Background: an optimization exercise with open tools, aiming at small area and a short achievable clock period. Do not read the settings as production practice. The RTL was checked by simulation tests, not by an equivalence proof against the original design.

Design mac_unit, start of the top module:
module mac_unit #(
    parameter AW = 16,
    parameter BW = 16,
    parameter ACCW = 40,
    parameter SIGNED = 0
)(
    input  wire clk,
    input  wire rst_n,
    input  wire en,
    input  wire valid_in,
    input  wire [AW-1:0] a,
    input  wire [BW-1:0] b,
    output reg  valid_out,
    output reg  [ACCW-1:0] acc_out
);
For scale: ~1200 cells after synthesis, roughly 77 I/O pins.
Settings: LEC_CHECK=0, CAP_MARGIN=20, CORE_MARGIN=2, CORE_UTILIZATION=65, CTS_BUF_LIST=sky130_fd_sc_hd__clkbuf_4 sky130_fd_sc_hd__clkbuf_8, SETUP_SLACK_MARGIN=3.6, SLEW_MARGIN=20, SYNTH_HIERARCHICAL=1, SYNTH_MINIMUM_KEEP_SIZE=0; clock period 7.0 ns.
run.sh (not shown) runs the stock make flow with config.mk's settings and CLKGATE_MAP_FILE= SYNTH_SCRIPT=/design/flow/synth_recipe.tcl, a recipe that flattens the netlist after the stock synthesis.
The first run finished with timing, DRC and antenna clean.
Rerun with:
==> flow/flow/run.sh (new file) <==
#!/bin/bash
# The standard layout (the standard.sh, all steps), with the port
# buffers inserted as the smallest buffer cell; the flow's repair steps
# resize the ones on critical paths.
set -e
cp standard.sh standard_sh.txt
export BUFFER_PORTS_ARGS="-buffer_cell sky130_fd_sc_hd__buf_1"
bash standard.sh > standard.log 2>&1
==> flow/standard.sh (new file) <==
#!/bin/bash
# synth_recipe.tcl (not shown) runs the flow's synth.tcl, then flattens the netlist and writes it again
# the make line also repeats each setting of config.mk as NAME=value (left out here)
make -C /OpenROAD-flow-scripts/flow DESIGN_CONFIG=/design/flow/config.mk WORK_HOME=/design/flow/orfs CLKGATE_MAP_FILE= SYNTH_SCRIPT=/design/flow/synth_recipe.tcl "${@:-finish}"
SETUP_SLACK_MARGIN = 3.7   (was 3.6)
removed: flow/run.sh
Effect: Routed wire length rose by 4.3%. Worst hold slack got worse by 4.3 ps. Core utilization went up by 1.8 points. Maximum frequency went up by 1.2%.
Rerun with:
==> flow/run.sh (new file) <==
#!/bin/bash
# synth_recipe.tcl (not shown) runs the flow's synth.tcl, then flattens the netlist and writes it again
# the make line also repeats each setting of config.mk as NAME=value (left out here)
make -C /OpenROAD-flow-scripts/flow DESIGN_CONFIG=/design/flow/config.mk WORK_HOME=/design/flow/orfs CLKGATE_MAP_FILE= SYNTH_SCRIPT=/design/flow/synth_recipe.tcl finish
GPL_ROUTABILITY_DRIVEN = 0   (was unset)
removed: flow/flow/run.sh
removed: flow/standard.sh
Synthesized cell count does not change. First-iteration DRC count shrinks by about 0.9%. Die area stays the same. Synthesized area stays the same. Fmax rises by 1.6%. Routed wire length fell by 4.4%. Count of clock-buffer cells in the layout decreases by 2. Non-clock buffer count went down by 23. Final cell count came out lower by about 1.5%.
Rerun with:
CAP_MARGIN = 5   (was 20)
GPL_ROUTABILITY_DRIVEN = unset   (was 0)
SLEW_MARGIN = 5   (was 20)
Via count shrinks by about 0.8%.
Clock skew grows by 8.4 ps.
Final cell count is about the same.


P:
Starting RTL as in the previous note.
clock: 7.0 ns
lec_check: 0
cap_margin: 20
core_margin: 2
core_utilization: 65
cts_buf_list: sky130_fd_sc_hd__clkbuf_4 sky130_fd_sc_hd__clkbuf_8
setup_slack_margin: 3.7
slew_margin: 20
synth_hierarchical: 1
synth_minimum_keep_size: 0
Stock flow here: none of the scripts above is used.
P finished every step from synthesis to the final layout, and the layout passed the timing, design-rule and antenna checks.
--- input diff P..Q ---
Settings: a change of CORE_UTILIZATION from 65 to 80; an added PLACE_DENSITY of 0.8.
Instance count after placement with tap cells included for Q: 45 down relative to P
Q ended with more initial cell density of the core than P.
Reported for Q and P, complex-gate fraction of the synthesized area turned out identical to the last digit.
Comparing number of cell rows for Q and P, the bigger number came from P.
Q did not make it past 5_1_grt, where a tool error ended it.
Total setup buffers inserted after CTS ended up 8 higher on Q than on P.
#### Input delta (R over Q)
Settings: CORE_UTILIZATION now 65, was 80; PLACE_DENSITY no longer set, was 0.8; TNS_END_PERCENT now 50, previously not set.
Findings:
R closes out successfully: all stages finished, all timing, DRC and antenna checks passed. Between R and Q, it is R whose initial cell density of the core is lower, by 16 points. Q → R: number of cell rows now sits higher; sum of net half-perimeters after detailed placement now sits lower.


Starting RTL as in the previous note.
Settings: LEC_CHECK=0, CAP_MARGIN=20, CORE_MARGIN=2, CORE_UTILIZATION=65, CTS_BUF_LIST=sky130_fd_sc_hd__clkbuf_4 sky130_fd_sc_hd__clkbuf_8, SETUP_SLACK_MARGIN=3.75, SLEW_MARGIN=20, SYNTH_HIERARCHICAL=1, SYNTH_MINIMUM_KEEP_SIZE=0; clock period 7.0 ns.
The starting point passed the timing, design-rule and antenna checks.
==> next run, changes <==
SETUP_SLACK_MARGIN = 3.7   (was 3.75)
TNS_END_PERCENT = 20   (was not set)
Non-clock buffer count falls by 35. Synthesized cell count does not change. Register-to-register slack improved by 0.02 ns. Global-route usage rises by 1.7 points. Count of clock-buffer cells in the layout is unchanged. Cell count falls by about 2.3%. Synthesized area stays the same.
==> next run, changes <==
SETUP_SLACK_MARGIN = 3.65   (was 3.7)
TNS_END_PERCENT = not set   (was 20)
The changed run completed without violations.
Final area rises by a few percent.
Sequential share of layout area decreases by 0.48 points.
Setup slack gets better by 0.040 ns.
Via count rises slightly.
Non-clock buffer count went up by 2.
==> next run, changes <==
ABC_AREA = 1   (was not set)
SETUP_SLACK_MARGIN = 3.7   (was 3.65)
Clock skew barely changes.
Setup slack improved by 0.057 ns.
Via count rises by 19%.
Area after synthesis rises by 10%.

==> afterwards: timing with drivers on the ports <==
The results above use ideal ports. As a check the final layouts listed here were re-extracted and re-timed, cells and wires unchanged.
Step 1, drivers: a clkbuf_16 drives clk and a buf_2 each remaining input, both assumed.
Step 2 also shifts input and output timing later by t, the mid clock arrival at the registers, as if the neighbouring blocks saw the same clock.
Slacks: no drivers / after step 1 / after step 2; pairs: no drivers / after step 1.
run	t, ns	slack for setup (ns)	worst register clock-pin slew, ns
the first run of note 1	0.488	3.633 / 3.645 / 3.156	0.08 / 0.08
the second run of note 1	0.481	3.673 / 3.632 / 3.150	0.08 / 0.08
the third run of note 1	0.480	3.725 / 3.727 / 3.246	0.08 / 0.08
the fourth run of note 1	0.482	3.711 / 3.727 / 3.245	0.09 / 0.09
P	0.482	3.711 / 3.727 / 3.245	0.09 / 0.09
R	0.489	3.664 / 3.679 / 3.190	0.08 / 0.08
the first run of note 3	0.487	3.681 / 3.582 / 3.095	0.08 / 0.08
the second run of note 3	0.473	3.629 / 3.644 / 3.171	0.07 / 0.07
the third run of note 3	0.484	3.670 / 3.673 / 3.189	0.09 / 0.09
the fourth run of note 3	0.492	3.727 / 3.725 / 3.232	0.08 / 0.08
After both steps setup and hold are still met in every run listed. For the first run of note 3, which loses most, drivers alone change the setup slack by -0.099 ns; drivers and shift together by -0.586 ns.
